From an optimization exercise on the open Yosys and OpenROAD flow, aimed at small area; shortcuts taken in it are not production practice. RTL that was checked went through simulation tests only; none was proved equivalent to the original. No driver is modelled on the clock port, so clock power and skew are understated where the tree is cut down; a real chip needs a root buffer or a tree. Power is estimated from default activity; no workload was simulated.

==> inputs of v8 <==
==> flow/design.v <==
module bin2bcd(CLK,RESET,ENABLE,  BIN ,BCD_o);
output	reg	[39:0]  BCD_o ;
input			CLK;
input		[31:0]	BIN;
input			ENABLE;
input			RESET;
	localparam W = 39;
	reg	[5:0]	c ;
	reg	[W-1:0]	R ;
	wire idle = ~(c[5] | c[4] | c[3] | c[2] | c[0]);
	wire copy = c[5] & c[1] & c[0];
	wire done = c[5] & c[2];
	wire run  = ~(idle | copy | done);
	wire [8:0] en;
	assign en[0] = 1'b1;
	assign en[1] = c[5] | c[4] | c[3];			 
	assign en[2] = c[5] | c[4] | c[3];			 
	assign en[3] = c[5] | c[4];				 
	assign en[4] = c[5] | c[4];				 
	assign en[5] = c[5] | (c[4] & (c[3] | c[2]));		 
	assign en[6] = c[5] | (c[4] & c[3]);			 
	assign en[7] = c[5] | (c[4] & c[3] & c[2]);		 
	assign en[8] = c[5];					 
	function [3:0] CORRECT;
	input [3:0] d;
	input       e;
	reg g;
	begin
		g = e & (d[3] | (d[2] & (d[1] | d[0])));
		CORRECT[0] = d[0] ^ g;
		CORRECT[1] = d[1] ^ (g & ~d[0]);
		CORRECT[2] = d[2] ^ (g & (d[2] | d[0]));
		CORRECT[3] = d[3] | g;
	end
	endfunction
	function integer POS;	 
	input integer d;
	input integer k;
	begin
		POS = (32 + 4*d + k) % W;
	end
	endfunction
	reg [W-1:0] C;	 
	reg [3:0]   t;
	integer d, k;
	always @* begin
		C = R;
		for (d = 0; d < 9; d = d + 1) begin
			for (k = 0; k < 4; k = k + 1) t[k] = R[POS(d,k)];
			t = CORRECT(t, en[d]);
			for (k = 0; k < 4; k = k + 1) C[POS(d,k)] = t[k];
		end
	end
	wire [W-1:0] step = {C[W-2:0], C[W-1]};
	wire [W-1:0] load = {{(W-32){1'b0}}, BIN};
	wire sl = idle;
	wire ss = ENABLE & run;
	wire sh = ~(sl | ss);
	wire [W-1:0] Rn = ({W{sl}} & load) | ({W{ss}} & step) | ({W{sh}} & R);
	always @(posedge CLK or posedge RESET) begin
		if (RESET)
			c <= 6'd2;
		else if (ENABLE && !done)
			c <= c + 6'd1;
	end
	always @(posedge CLK)
		if (sl) R <= load; else if (ss) R <= step;
	always @(posedge CLK) begin
		if (ENABLE && copy) begin
			for (d = 0; d < 10; d = d + 1)
				for (k = 0; k < 4; k = k + 1)
					if (4*d+k < 39)
						BCD_o[4*d+k] <= R[POS(d,k)];
			BCD_o[39] <= 1'b0;
		end
	end
endmodule
==> flow/flow/run.sh <==
#!/bin/bash
# Layout: the standard ORFS flow (standard.sh), with settings that keep
# cell area down:
# - port buffers are buf_1 instead of the resizer's default choice;
# - the buffers ABC inserted are removed at floorplan;
# - CTS without dummy loads, clkbuf_8 root, and leaf buffers that drive at
#   most 10 flip-flops set to clkbuf_4 afterwards (flow/clkleaf.tcl).
# ORFS writes each step's full log under orfs/logs; make's output is in
# flow.log.
set -euo pipefail
bash standard.sh \
  "BUFFER_PORTS_ARGS=-buffer_cell sky130_fd_sc_hd__buf_1" \
  "REMOVE_ABC_BUFFERS=1" \
  "CTS_ARGS=-sink_clustering_enable -dont_use_dummy_load -buf_list sky130_fd_sc_hd__clkbuf_4 -root_buf sky130_fd_sc_hd__clkbuf_8" \
  "POST_CTS_TCL=$PWD/flow/clkleaf.tcl" \
  finish > flow.log 2>&1
==> flow/flow/clkleaf.tcl <==
set db [ord::get_db]
set small [$db findMaster sky130_fd_sc_hd__clkbuf_4]
set n 0
foreach inst [[ord::get_db_block] getInsts] {
  if {[[$inst getMaster] getName] ne "sky130_fd_sc_hd__clkbuf_8"} { continue }
  set in_net [[$inst findITerm A] getNet]
  if {$in_net eq "NULL" || [$in_net getName] eq "CLK"} { continue }
  set out_net [[$inst findITerm X] getNet]
  if {$out_net eq "NULL"} { continue }
  set fanout [expr {[llength [$out_net getITerms]] - 1}]
  if {$fanout > 10} { continue }
  $inst swapMaster $small
  incr n
}
puts "clkleaf.tcl: $n leaf clock buffers set to clkbuf_4"
==> flow/standard.sh <==
#!/bin/bash
# synth_recipe.tcl (not shown) runs the flow's synth.tcl, then flattens the netlist and writes it again
# the make line also repeats each setting of config.mk as NAME=value (left out here)
make -C /OpenROAD-flow-scripts/flow DESIGN_CONFIG=/design/flow/config.mk WORK_HOME=/design/flow/orfs CLKGATE_MAP_FILE= SYNTH_SCRIPT=/design/flow/synth_recipe.tcl "${@:-finish}"
==> flow/config.mk <==
export PLATFORM = sky130hd
export DESIGN_NAME = bin2bcd
export DESIGN_NICKNAME = bin2bcd
export VERILOG_FILES = /design/flow/design.v
export SDC_FILE = /design/flow/constraint.sdc
export NUM_CORES = 4
export LEC_CHECK = 0
export CAP_MARGIN = 20
export CORE_MARGIN = 2
export CORE_UTILIZATION = 40
export SLEW_MARGIN = 20
==> flow/constraint.sdc <==
create_clock -name core_clock -period 10.0 [get_ports {CLK}]
set_input_delay 2.0000 -clock core_clock [delete_from_list [all_inputs] [get_ports {CLK}]]
set_output_delay 2.0000 -clock core_clock [all_outputs]
set_load 0.01 [all_outputs]
==> inputs of v12, as changes to v8 <==
--- a/flow/design.v
+++ b/flow/design.v
@@ -66,3 +66,3 @@
 	always @(posedge CLK)
-		if (sl) R <= load; else if (ss) R <= step;
+		R <= ({W{sl}} & load) | ({W{ss}} & step) | ({W{~(sl|ss)}} & R);
 	always @(posedge CLK) begin
==> flow/flow/run.sh (replaced) <==
#!/bin/bash
# Layout: the standard ORFS flow (standard.sh), with settings that keep
# cell area down:
# - synthesis is the standard synthesis (synth_recipe.tcl), but ABC maps
#   the logic with flow/abc_area.script (area-oriented amap, no upsizing) through
#   flow/my_synth.tcl, and without the half/full adder extraction
#   (ADDER_MAP_FILE empty); registers and their names are unchanged;
# - port buffers are buf_1 instead of the resizer's default choice;
# - the buffers ABC inserted are removed at floorplan;
# - repair of slew and capacitance may not use cells of drive 4 and up
#   other than buf_4 (flow/small_cells.tcl);
# - CTS without dummy loads, clkbuf_8 root, and leaf buffers that drive at
#   most 12 flip-flops set to clkbuf_4 afterwards (flow/clkleaf.tcl).
# ORFS writes each step's full log under orfs/logs; make's output is in
# flow.log.
set -euo pipefail
export FLOW_SYNTH_TCL=$PWD/synth_recipe.tcl
export MY_ABC_SCRIPT=$PWD/flow/abc_area.script
export CLKTREE_N=4 CLKTREE_CELL=sky130_fd_sc_hd__clkbuf_8
bash standard.sh \
  "SYNTH_SCRIPT=$PWD/flow/my_synth.tcl" \
  "ADDER_MAP_FILE=" \
  "BUFFER_PORTS_ARGS=-buffer_cell sky130_fd_sc_hd__buf_1" \
  "REMOVE_ABC_BUFFERS=1" \
  "CTS_ARGS=-sink_clustering_enable -dont_use_dummy_load -buf_list sky130_fd_sc_hd__clkbuf_4 -root_buf sky130_fd_sc_hd__clkbuf_8" \
  "POST_CTS_TCL=$PWD/flow/clktree.tcl" \
  "PRE_GLOBAL_PLACE_TCL=$PWD/flow/small_cells.tcl" \
  "PRE_RESIZE_TCL=$PWD/flow/small_cells.tcl" \
  "PRE_CTS_TCL=$PWD/flow/small_cells.tcl" \
  "PRE_GLOBAL_ROUTE_TCL=$PWD/flow/small_cells.tcl" \
  finish > flow.log 2>&1
==> flow/flow/abc_area.script (new file) <==
strash
dch -f
amap
==> flow/flow/clktree.tcl (new file) <==
set db [ord::get_db]
set block [ord::get_db_block]
set nbuf $::env(CLKTREE_N)
set master [$db findMaster $::env(CLKTREE_CELL)]
set clk_net [$block findNet CLK]

# the flip-flop clock pins
set sinks {}
foreach inst [$block getInsts] {
  if {![regexp {^sky130_fd_sc_hd__(df|edf)} [[$inst getMaster] getName]]} { continue }
  lappend sinks [$inst findITerm CLK]
}
# remove the clock buffers CTS made, and their nets
foreach inst [$block getInsts] {
  if {![string match "sky130_fd_sc_hd__clkbuf_*" [[$inst getMaster] getName]]} { continue }
  set out [[$inst findITerm X] getNet]
  foreach it [$inst getITerms] { if {[$it getNet] ne "NULL"} { $it disconnect } }
  odb::dbInst_destroy $inst
  if {$out ne "NULL" && $out ne $clk_net} { odb::dbNet_destroy $out }
}
foreach it $sinks { if {[$it getNet] ne "NULL"} { $it disconnect } }

proc xy {it} {
  set b [[$it getInst] getBBox]
  return [list [expr {([$b xMin] + [$b xMax]) / 2}] [expr {([$b yMin] + [$b yMax]) / 2}]]
}
proc split_at_median {items axis} {
  set s [lsort -integer -index $axis $items]
  set h [expr {[llength $s] / 2}]
  return [list [lrange $s 0 [expr {$h - 1}]] [lrange $s $h end]]
}
set items {}
foreach it $sinks { lappend items [concat [xy $it] [list $it]] }
if {$nbuf == 1} {
  set groups [list $items]
} elseif {$nbuf == 2} {
  set groups [split_at_median $items 0]
} else {
  set groups {}
  foreach half [split_at_median $items 0] { foreach q [split_at_median $half 1] { lappend groups $q } }
}
set k 0
foreach g $groups {
  set sx 0; set sy 0
  foreach e $g { incr sx [lindex $e 0]; incr sy [lindex $e 1] }
  set n [llength $g]
  set inst [odb::dbInst_create $block $master clkbuf_leaf_$k]
  set net [odb::dbNet_create $block clknet_leaf_$k]
  $net setSigType CLOCK
  $inst setLocation [expr {$sx / $n}] [expr {$sy / $n}]
  $inst setPlacementStatus PLACED
  [$inst findITerm A] connect $clk_net
  [$inst findITerm X] connect $net
  foreach e $g { [lindex $e 2] connect $net }
  puts "clktree.tcl: [$inst getName] ([$master getName]) drives $n flip-flops"
  incr k
}
detailed_placement
check_placement
estimate_parasitics -placement
report_check_types -max_slew -max_capacitance
==> flow/flow/my_synth.tcl (new file) <==
# The standard synthesis (synth_recipe.tcl), with ABC run on a script of this
# flow's own (MY_ABC_SCRIPT) in place of ORFS's: only the mapping of the
# logic between registers changes.
proc abc {args} {
  set i [lsearch -exact $args -script]
  if {$i >= 0} { lset args [expr {$i + 1}] $::env(MY_ABC_SCRIPT) }
  yosys abc {*}$args
}
source $::env(FLOW_SYNTH_TCL)
==> flow/flow/small_cells.tcl (new file) <==
# Before each step that repairs slew and capacitance: keep the repair from
# reaching for very large cells. Cells of drive strength 4 and above are left
# out, except buf_4 and the clock buffers CTS uses. This only narrows the
# platform's own cell list.
set skip {}
foreach cell [get_lib_cells sky130_fd_sc_hd__*] {
  set name [get_name $cell]
  if {![regexp {_(\d+)$} $name -> drive]} { continue }
  if {$drive < 4} { continue }
  if {[lsearch -exact {sky130_fd_sc_hd__buf_4 sky130_fd_sc_hd__clkbuf_4 sky130_fd_sc_hd__clkbuf_8} $name] >= 0} { continue }
  if {[regexp {^sky130_fd_sc_hd__(fill|decap|tap|diode)} $name]} { continue }
  lappend skip $cell
}
set_dont_use $skip
puts "small_cells.tcl: [llength $skip] cells of drive 4 and above left out of repair"
- CORE_UTILIZATION: 40 -> 70
- PLACE_DENSITY: unset -> 0.75
removed: flow/flow/clkleaf.tcl
==> inputs of v11, as changes to v8 <==
--- a/flow/design.v
+++ b/flow/design.v
@@ -9,16 +9,16 @@
 	reg	[W-1:0]	R ;
-	wire idle = ~(c[5] | c[4] | c[3] | c[2] | c[0]);
-	wire copy = c[5] & c[1] & c[0];
-	wire done = c[5] & c[2];
-	wire run  = ~(idle | copy | done);
+	wire idle = c[5] & c[1];
+	wire run  = ~c[5];
+	wire copy = c[5] & ~c[0];
+	wire done = c[5] & c[0] & ~c[1];
 	wire [8:0] en;
 	assign en[0] = 1'b1;
-	assign en[1] = c[5] | c[4] | c[3];			 
-	assign en[2] = c[5] | c[4] | c[3];			 
-	assign en[3] = c[5] | c[4];				 
-	assign en[4] = c[5] | c[4];				 
-	assign en[5] = c[5] | (c[4] & (c[3] | c[2]));		 
-	assign en[6] = c[5] | (c[4] & c[3]);			 
-	assign en[7] = c[5] | (c[4] & c[3] & c[2]);		 
-	assign en[8] = c[5];					 
+	assign en[1] = c[4] | c[3] | c[2];			 
+	assign en[2] = c[4] | c[3];				 
+	assign en[3] = c[4] | (c[3] & c[2]);			 
+	assign en[4] = c[4];					 
+	assign en[5] = c[4] & (c[3] | c[2] | c[1]);		 
+	assign en[6] = c[4] & (c[3] | (c[2] & c[1]));		 
+	assign en[7] = c[4] & c[3] & (c[2] | c[1]);		 
+	assign en[8] = c[4] & c[3] & c[2] & (c[1] | c[0]);	 
 	function [3:0] CORRECT;
@@ -30,4 +30,4 @@
 		CORRECT[0] = d[0] ^ g;
-		CORRECT[1] = d[1] ^ (g & ~d[0]);
-		CORRECT[2] = d[2] ^ (g & (d[2] | d[0]));
+		CORRECT[1] = g ? ~(d[1] ^ d[0]) : d[1];
+		CORRECT[2] = g ? (d[0] & ~d[2]) : d[2];
 		CORRECT[3] = d[3] | g;
@@ -61,3 +61,3 @@
 		if (RESET)
-			c <= 6'd2;
+			c <= 6'd63;
 		else if (ENABLE && !done)
==> flow/flow/run.sh (replaced) <==
#!/bin/bash
# Layout: the standard ORFS flow, with settings that keep cell area down:
# unit-size port buffers, ABC's buffers removed at floorplan, small clock
# buffers without dummy loads, and power recovery (downsizing of cells on
# paths with slack) after global routing.
set -euo pipefail
bash standard.sh \
  "BUFFER_PORTS_ARGS=-buffer_cell sky130_fd_sc_hd__buf_1" \
  "REMOVE_ABC_BUFFERS=1" \
  "RECOVER_POWER=100" \
  "CTS_ARGS=-sink_clustering_enable -repair_clock_nets -dont_use_dummy_load -buf_list {sky130_fd_sc_hd__clkbuf_2 sky130_fd_sc_hd__clkbuf_4 sky130_fd_sc_hd__clkbuf_8}" \
  finish > flow.log 2>&1
- ABC_AREA: unset -> 1
removed: flow/flow/clkleaf.tcl
==> qor.csv <==
stage,metric,value,unit
pwr,total power draw,0.000479,W
hold_path,HP Start,R[38]$_DFF_P_,
status,outcome,"complete, no violations",
critical_path,"Buf+Inv Stages, Crit Path",3,
synthesis,synthesized cell area,0.00320,mm2
sta,final cycle utilization of the critical path,0.453,
place,placed cell count,410,
[end of results for v12]
==> qor.csv <==
stage,metric,value,unit
hold_path,HP Start,R[30]$_DFFE_PP_,
critical_path,"Buf+Inv Stages, Crit Path",1,
die,n_taps,108,
sta,final cycle utilization of the critical path,0.339,
pwr,total power draw,0.000839,W
synthesis,synthesized cell area,0.00358,mm2
pwr,worst vdd ir,78.9,uV
status,outcome,"complete, no violations",
[end of results for v8]
==> qor.csv <==
stage,metric,value,unit
status,outcome,finished with violations,
status,SO Faults,"max-capacitance violations, max-slew violations",
sta,Final Max Tran Viols,40,
synthesis,synthesized cell area,0.00382,mm2
job,Max-Cap Viols,2,
critical_path,"Buf+Inv Stages, Crit Path",0,
place,placed cell count,566,
sta,final cycle utilization of the critical path,0.350,
pwr,total power draw,0.00136,W
hold_path,HP Start,R[35]$_SDFFE_PP0P_,
[end of results for v11]
For v11, only the layout was checked, not whether the RTL still works. In v12 the design's own scripts or RTL, not TritonCTS, make the clock network.

---

==> run X <==
RTL: the design.v shown in full above, as it stands there.
clock: 10.0 ns
lec_check: 0
cap_margin: 20
core_margin: 2
core_utilization: 40
slew_margin: 20
standard.sh (not shown) runs the stock make flow with config.mk's settings and CLKGATE_MAP_FILE= SYNTH_SCRIPT=/design/flow/synth_recipe.tcl, a recipe that flattens the netlist after the stock synthesis.
==> flow/flow/run.sh <==
#!/bin/bash
# Layout: the standard ORFS flow (standard.sh), with settings that keep
# cell area down:
# - synthesis is the standard synthesis (synth_recipe.tcl), but ABC maps
#   the logic with flow/abc_area.script (area-oriented amap) through
#   flow/my_synth.tcl; registers and their names are unchanged;
# - port buffers are buf_1 instead of the resizer's default choice;
# - the buffers ABC inserted are removed at floorplan;
# - CTS without dummy loads, clkbuf_8 root, and leaf buffers that drive at
#   most 10 flip-flops set to clkbuf_4 afterwards (flow/clkleaf.tcl).
# ORFS writes each step's full log under orfs/logs; make's output is in
# flow.log.
set -euo pipefail
export FLOW_SYNTH_TCL=$PWD/synth_recipe.tcl
export MY_ABC_SCRIPT=$PWD/flow/abc_area.script
bash standard.sh \
  "SYNTH_SCRIPT=$PWD/flow/my_synth.tcl" \
  "BUFFER_PORTS_ARGS=-buffer_cell sky130_fd_sc_hd__buf_1" \
  "REMOVE_ABC_BUFFERS=1" \
  "CTS_ARGS=-sink_clustering_enable -dont_use_dummy_load -buf_list sky130_fd_sc_hd__clkbuf_4 -root_buf sky130_fd_sc_hd__clkbuf_8" \
  "POST_CTS_TCL=$PWD/flow/clkleaf.tcl" \
  finish > flow.log 2>&1
==> flow/flow/abc_area.script <==
strash
dch -f
amap
==> flow/flow/clkleaf.tcl <==
set db [ord::get_db]
set small [$db findMaster sky130_fd_sc_hd__clkbuf_4]
set n 0
foreach inst [[ord::get_db_block] getInsts] {
  if {[[$inst getMaster] getName] ne "sky130_fd_sc_hd__clkbuf_8"} { continue }
  set in_net [[$inst findITerm A] getNet]
  if {$in_net eq "NULL" || [$in_net getName] eq "CLK"} { continue }
  set out_net [[$inst findITerm X] getNet]
  if {$out_net eq "NULL"} { continue }
  set fanout [expr {[llength [$out_net getITerms]] - 1}]
  if {$fanout > 10} { continue }
  $inst swapMaster $small
  incr n
}
puts "clkleaf.tcl: $n leaf clock buffers set to clkbuf_4"
==> flow/flow/my_synth.tcl <==
# The standard synthesis (synth_recipe.tcl), with ABC run on a script of this
# flow's own (MY_ABC_SCRIPT) in place of ORFS's: only the mapping of the
# logic between registers changes.
proc abc {args} {
  set i [lsearch -exact $args -script]
  if {$i >= 0} { lset args [expr {$i + 1}] $::env(MY_ABC_SCRIPT) }
  yosys abc {*}$args
}
source $::env(FLOW_SYNTH_TCL)
==> run F (differences from run X) <==
--- a/flow/design.v
+++ b/flow/design.v
@@ -64,7 +64,7 @@
 			c <= c + 6'd1;
 	end
 	always @(posedge CLK)
-		if (sl) R <= load; else if (ss) R <= step;
+		R <= ({W{sl}} & load) | ({W{ss}} & step) | ({W{~(sl|ss)}} & R);
 	always @(posedge CLK) begin
 		if (ENABLE && copy) begin
 			for (d = 0; d < 10; d = d + 1)
==> flow/flow/run.sh (replaced) <==
#!/bin/bash
# Layout: the standard ORFS flow (standard.sh), with settings that keep
# cell area down:
# - synthesis is the standard synthesis (synth_recipe.tcl), but ABC maps
#   the logic with flow/abc_area.script (area-oriented amap, no upsizing) through
#   flow/my_synth.tcl, and without the half/full adder extraction
#   (ADDER_MAP_FILE empty); registers and their names are unchanged;
# - port buffers are buf_1 instead of the resizer's default choice;
# - the buffers ABC inserted are removed at floorplan;
# - repair of slew and capacitance may not use cells of drive 4 and up
#   other than buf_4 (flow/small_cells.tcl);
# - CTS without dummy loads, clkbuf_8 root, and leaf buffers that drive at
#   most 16 flip-flops set to clkbuf_4 afterwards (flow/clkleaf.tcl).
# ORFS writes each step's full log under orfs/logs; make's output is in
# flow.log.
set -euo pipefail
export FLOW_SYNTH_TCL=$PWD/synth_recipe.tcl
export MY_ABC_SCRIPT=$PWD/flow/abc_area.script
bash standard.sh \
  "SYNTH_SCRIPT=$PWD/flow/my_synth.tcl" \
  "ADDER_MAP_FILE=" \
  "BUFFER_PORTS_ARGS=-buffer_cell sky130_fd_sc_hd__buf_1" \
  "REMOVE_ABC_BUFFERS=1" \
  "CTS_ARGS=-sink_clustering_enable -dont_use_dummy_load -buf_list sky130_fd_sc_hd__clkbuf_4 -root_buf sky130_fd_sc_hd__clkbuf_8" \
  "POST_CTS_TCL=$PWD/flow/clkleaf.tcl" \
  "PRE_GLOBAL_PLACE_TCL=$PWD/flow/small_cells.tcl" \
  "PRE_RESIZE_TCL=$PWD/flow/small_cells.tcl" \
  "PRE_CTS_TCL=$PWD/flow/small_cells.tcl" \
  "PRE_GLOBAL_ROUTE_TCL=$PWD/flow/small_cells.tcl" \
  finish > flow.log 2>&1
--- a/flow/flow/clkleaf.tcl
+++ b/flow/flow/clkleaf.tcl
@@ -8,7 +8,7 @@
   set out_net [[$inst findITerm X] getNet]
   if {$out_net eq "NULL"} { continue }
   set fanout [expr {[llength [$out_net getITerms]] - 1}]
-  if {$fanout > 10} { continue }
+  if {$fanout > 16} { continue }
   $inst swapMaster $small
   incr n
 }
==> flow/flow/small_cells.tcl (new file) <==
# Before each step that repairs slew and capacitance: keep the repair from
# reaching for very large cells. Cells of drive strength 4 and above are left
# out, except buf_4 and the clock buffers CTS uses. This only narrows the
# platform's own cell list.
set skip {}
foreach cell [get_lib_cells sky130_fd_sc_hd__*] {
  set name [get_name $cell]
  if {![regexp {_(\d+)$} $name -> drive]} { continue }
  if {$drive < 4} { continue }
  if {[lsearch -exact {sky130_fd_sc_hd__buf_4 sky130_fd_sc_hd__clkbuf_4 sky130_fd_sc_hd__clkbuf_8} $name] >= 0} { continue }
  if {[regexp {^sky130_fd_sc_hd__(fill|decap|tap|diode)} $name]} { continue }
  lappend skip $cell
}
set_dont_use $skip
puts "small_cells.tcl: [llength $skip] cells of drive 4 and above left out of repair"
--- a/flow/config.mk
+++ b/flow/config.mk
@@ -7,5 +7,6 @@
 export LEC_CHECK = 0
 export CAP_MARGIN = 20
 export CORE_MARGIN = 2
-export CORE_UTILIZATION = 40
+export CORE_UTILIZATION = 70
+export PLACE_DENSITY = 0.75
 export SLEW_MARGIN = 20
==> run M (differences from run X) <==
==> flow/design.v, changed modules only <==
module bin2bcd(CLK,RESET,ENABLE,  BIN ,BCD_o);
output	reg	[39:0]  BCD_o ;
input			CLK;
input		[31:0]	BIN;
input			ENABLE;
input			RESET;
	localparam W = 39;
	reg	[5:0]	c ;
	reg	[W-1:0]	R ;
	wire idle = c[5] & c[1];
	wire run  = ~c[5];
	wire copy = c[5] & ~c[0];
	wire done = c[5] & c[0] & ~c[1];
	wire [8:0] en;
	assign en[0] = 1'b1;
	assign en[1] = c[4] | c[3] | c[2];			 
	assign en[2] = c[4] | c[3];				 
	assign en[3] = c[4] | (c[3] & c[2]);			 
	assign en[4] = c[4];					 
	assign en[5] = c[4] & (c[3] | c[2] | c[1]);		 
	assign en[6] = c[4] & (c[3] | (c[2] & c[1]));		 
	assign en[7] = c[4] & c[3] & (c[2] | c[1]);		 
	assign en[8] = c[4] & c[3] & c[2] & (c[1] | c[0]);	 
	function [3:0] CORRECT;
	input [3:0] d;
	input       e;
	reg g;
	begin
		g = e & (d[3] | (d[2] & (d[1] | d[0])));
		CORRECT[0] = d[0] ^ g;
		CORRECT[1] = g ? ~(d[1] ^ d[0]) : d[1];
		CORRECT[2] = g ? (d[0] & ~d[2]) : d[2];
		CORRECT[3] = d[3] | g;
	end
	endfunction
	function integer POS;	 
	input integer d;
	input integer k;
	begin
		POS = (32 + 4*d + k) % W;
	end
	endfunction
	reg [W-1:0] C;	 
	reg [3:0]   t;
	integer d, k;
	always @* begin
		C = R;
		for (d = 0; d < 9; d = d + 1) begin
			for (k = 0; k < 4; k = k + 1) t[k] = R[POS(d,k)];
			t = CORRECT(t, en[d]);
			for (k = 0; k < 4; k = k + 1) C[POS(d,k)] = t[k];
		end
	end
	wire [W-1:0] step = {C[W-2:0], C[W-1]};
	wire [W-1:0] load = {{(W-32){1'b0}}, BIN};
	wire sl = idle;
	wire ss = ENABLE & run;
	wire sh = ~(sl | ss);
	wire [W-1:0] Rn = ({W{sl}} & load) | ({W{ss}} & step) | ({W{sh}} & R);
	always @(posedge CLK or posedge RESET) begin
		if (RESET)
			c <= 6'd63;
		else if (ENABLE && !done)
			c <= c + 6'd1;
	end
	always @(posedge CLK)
		if (sl) R <= load; else if (ss) R <= step;
	always @(posedge CLK) begin
		if (ENABLE && copy) begin
			for (d = 0; d < 10; d = d + 1)
				for (k = 0; k < 4; k = k + 1)
					if (4*d+k < 39)
						BCD_o[4*d+k] <= R[POS(d,k)];
			BCD_o[39] <= 1'b0;
		end
	end
endmodule
==> flow/flow/run.sh (replaced) <==
#!/bin/bash
# Layout: the standard ORFS flow, with settings that keep cell area down:
# unit-size port buffers, ABC's buffers removed at floorplan, small clock
# buffers without dummy loads,.
set -euo pipefail
bash standard.sh \
  "BUFFER_PORTS_ARGS=-buffer_cell sky130_fd_sc_hd__buf_1" \
  "REMOVE_ABC_BUFFERS=1" \
  "CTS_ARGS=-sink_clustering_enable -dont_use_dummy_load -buf_list sky130_fd_sc_hd__clkbuf_4 -root_buf sky130_fd_sc_hd__clkbuf_8 -sink_clustering_max_diameter 40 -sink_clustering_size 12" \
  finish > flow.log 2>&1
removed: flow/flow/abc_area.script
removed: flow/flow/clkleaf.tcl
removed: flow/flow/my_synth.tcl
==> run D (differences from run X) <==
==> flow/design.v, changed modules only <==
module bin2bcd(CLK,RESET,ENABLE,  BIN ,BCD_o);
output	reg	[39:0]  BCD_o ;
input			CLK;
input		[31:0]	BIN;
input			ENABLE;
input			RESET;
	localparam W = 39;
	reg	[5:0]	c ;
	reg	[W-1:0]	R ;
	wire idle = c[5] & c[1];
	wire run  = ~c[5];
	wire copy = c[5] & ~c[0];
	wire done = c[5] & c[0] & ~c[1];
	wire [8:0] en;
	assign en[0] = 1'b1;
	assign en[1] = c[4] | c[3] | c[2];			 
	assign en[2] = c[4] | c[3];				 
	assign en[3] = c[4] | (c[3] & c[2]);			 
	assign en[4] = c[4];					 
	assign en[5] = c[4] & (c[3] | c[2] | c[1]);		 
	assign en[6] = c[4] & (c[3] | (c[2] & c[1]));		 
	assign en[7] = c[4] & c[3] & (c[2] | c[1]);		 
	assign en[8] = c[4] & c[3] & c[2] & (c[1] | c[0]);	 
	function [3:0] CORRECT;
	input [3:0] d;
	input       e;
	reg g;
	begin
		g = e & (d[3] | (d[2] & (d[1] | d[0])));
		CORRECT[0] = d[0] ^ g;
		CORRECT[1] = g ? ~(d[1] ^ d[0]) : d[1];
		CORRECT[2] = g ? (d[0] & ~d[2]) : d[2];
		CORRECT[3] = d[3] | g;
	end
	endfunction
	function integer POS;	 
	input integer d;
	input integer k;
	begin
		POS = (32 + 4*d + k) % W;
	end
	endfunction
	reg [W-1:0] C;	 
	reg [3:0]   t;
	integer d, k;
	always @* begin
		C = R;
		for (d = 0; d < 9; d = d + 1) begin
			for (k = 0; k < 4; k = k + 1) t[k] = R[POS(d,k)];
			t = CORRECT(t, en[d]);
			for (k = 0; k < 4; k = k + 1) C[POS(d,k)] = t[k];
		end
	end
	wire [W-1:0] step = {C[W-2:0], C[W-1]};
	wire [W-1:0] load = {{(W-32){1'b0}}, BIN};
	wire sl = idle;
	wire ss = ENABLE & run;
	wire sh = ~(sl | ss);
	wire [W-1:0] Rn = ({W{sl}} & load) | ({W{ss}} & step) | ({W{sh}} & R);
	always @(posedge CLK or posedge RESET) begin
		if (RESET)
			c <= 6'd63;
		else if (ENABLE && !done)
			c <= c + 6'd1;
	end
	always @(posedge CLK)
		R <= Rn;
	always @(posedge CLK) begin
		if (ENABLE && copy) begin
			for (d = 0; d < 10; d = d + 1)
				for (k = 0; k < 4; k = k + 1)
					if (4*d+k < 39)
						BCD_o[4*d+k] <= R[POS(d,k)];
			BCD_o[39] <= 1'b0;
		end
	end
endmodule
==> flow/run.sh (new file) <==
#!/bin/bash
# synth_recipe.tcl (not shown) runs the flow's synth.tcl, then flattens the netlist and writes it again
# the make line also repeats each setting of config.mk as NAME=value (left out here)
make -C /OpenROAD-flow-scripts/flow DESIGN_CONFIG=/design/flow/config.mk WORK_HOME=/design/flow/orfs CLKGATE_MAP_FILE= SYNTH_SCRIPT=/design/flow/synth_recipe.tcl finish
--- a/flow/config.mk
+++ b/flow/config.mk
@@ -5,6 +5,7 @@
 export SDC_FILE = /design/flow/constraint.sdc
 export NUM_CORES = 4
 export LEC_CHECK = 0
+export ABC_AREA = 1
 export CAP_MARGIN = 20
 export CORE_MARGIN = 2
 export CORE_UTILIZATION = 40
removed: flow/flow/run.sh
removed: flow/flow/abc_area.script
removed: flow/flow/clkleaf.tcl
removed: flow/flow/my_synth.tcl
removed: flow/standard.sh
==> qor summary <==
| metric | run D | run X | run F | run M |
|---|---|---|---|---|
| Run status | complete, no violations | complete, no violations | complete, no violations | complete, no violations |
| Worst Clk Skew | 0.0131 ns | 0.0274 ns | 0.0297 ns | 0.0210 ns |
| Clock network power share | 19.7% | 29.4% | 27.8% | 14.1% |
| Capture point of the critical path | R[12] | R[26] | R[0] | BCD_o[30] |
| Top-area cell type share of the netlist area | 30.4% | 62.6% | 36.6% | 58.0% |
| Final core occ | 53.2% | 47.7% | 82.9% | 47.3% |
| Critical path arrival | 3.71 ns | 3.76 ns | 4.70 ns | 3.11 ns |
| Stages on worst setup path | 9 | 5 | 8 | 2 |
| Slew at the pin closest to its max-slew limit | - | 0.925 ns | 0.878 ns | 0.961 ns |
| Total number of placement rows | 35 | 33 | 24 | 34 |
| Static Leakage | 2.16 nW | 1.25 nW | 1.18 nW | 1.51 nW |
| Net switching component of the power | 0.567 mW | 0.108 mW | 0.0958 mW | 0.444 mW |
| Filler-free cell count of the finished design | 658 | 450 | 419 | 474 |
No functional check of the RTL was part of run M.

re-timing with driven ports:
No port has a modelled driver above. Below, the same layouts with a new extraction and two added sets of constraints.
Step 1 (the two cells are an assumption about what drives the block):
set clk [get_ports {CLK}]
set_driving_cell -lib_cell sky130_fd_sc_hd__clkbuf_16 $clk
set_driving_cell -lib_cell sky130_fd_sc_hd__buf_2 [delete_from_list [all_inputs] $clk]
Step 2 times the ports against the registers' clock, not the clock port: input delays grow and output delays shrink by t, the midpoint of the rising clock arrivals with the driver on.
Slacks: no drivers / after step 1 / after step 2; pairs: no drivers / after step 1.
run	t (ns)	setup slack, ns	worst register clock-pin slew, ns
v8	0.367	6.614 / 6.625 / 6.257	0.11 / 0.11
v12	0.225	5.473 / 5.510 / 5.285	0.12 / 0.12
v11	0.371	6.502 / 6.502 / 6.152	0.08 / 0.08
run X	0.366	6.195 / 6.191 / 5.825	0.10 / 0.10
run F	0.362	5.590 / 5.596 / 5.234	0.12 / 0.12
run M	0.360	6.835 / 6.842 / 6.482	0.08 / 0.08
run D	0.380	6.534 / 6.543 / 6.163	0.09 / 0.09
The setup slack of run D, which loses most, moves by +0.009 ns with the drivers and by -0.371 ns with both steps.
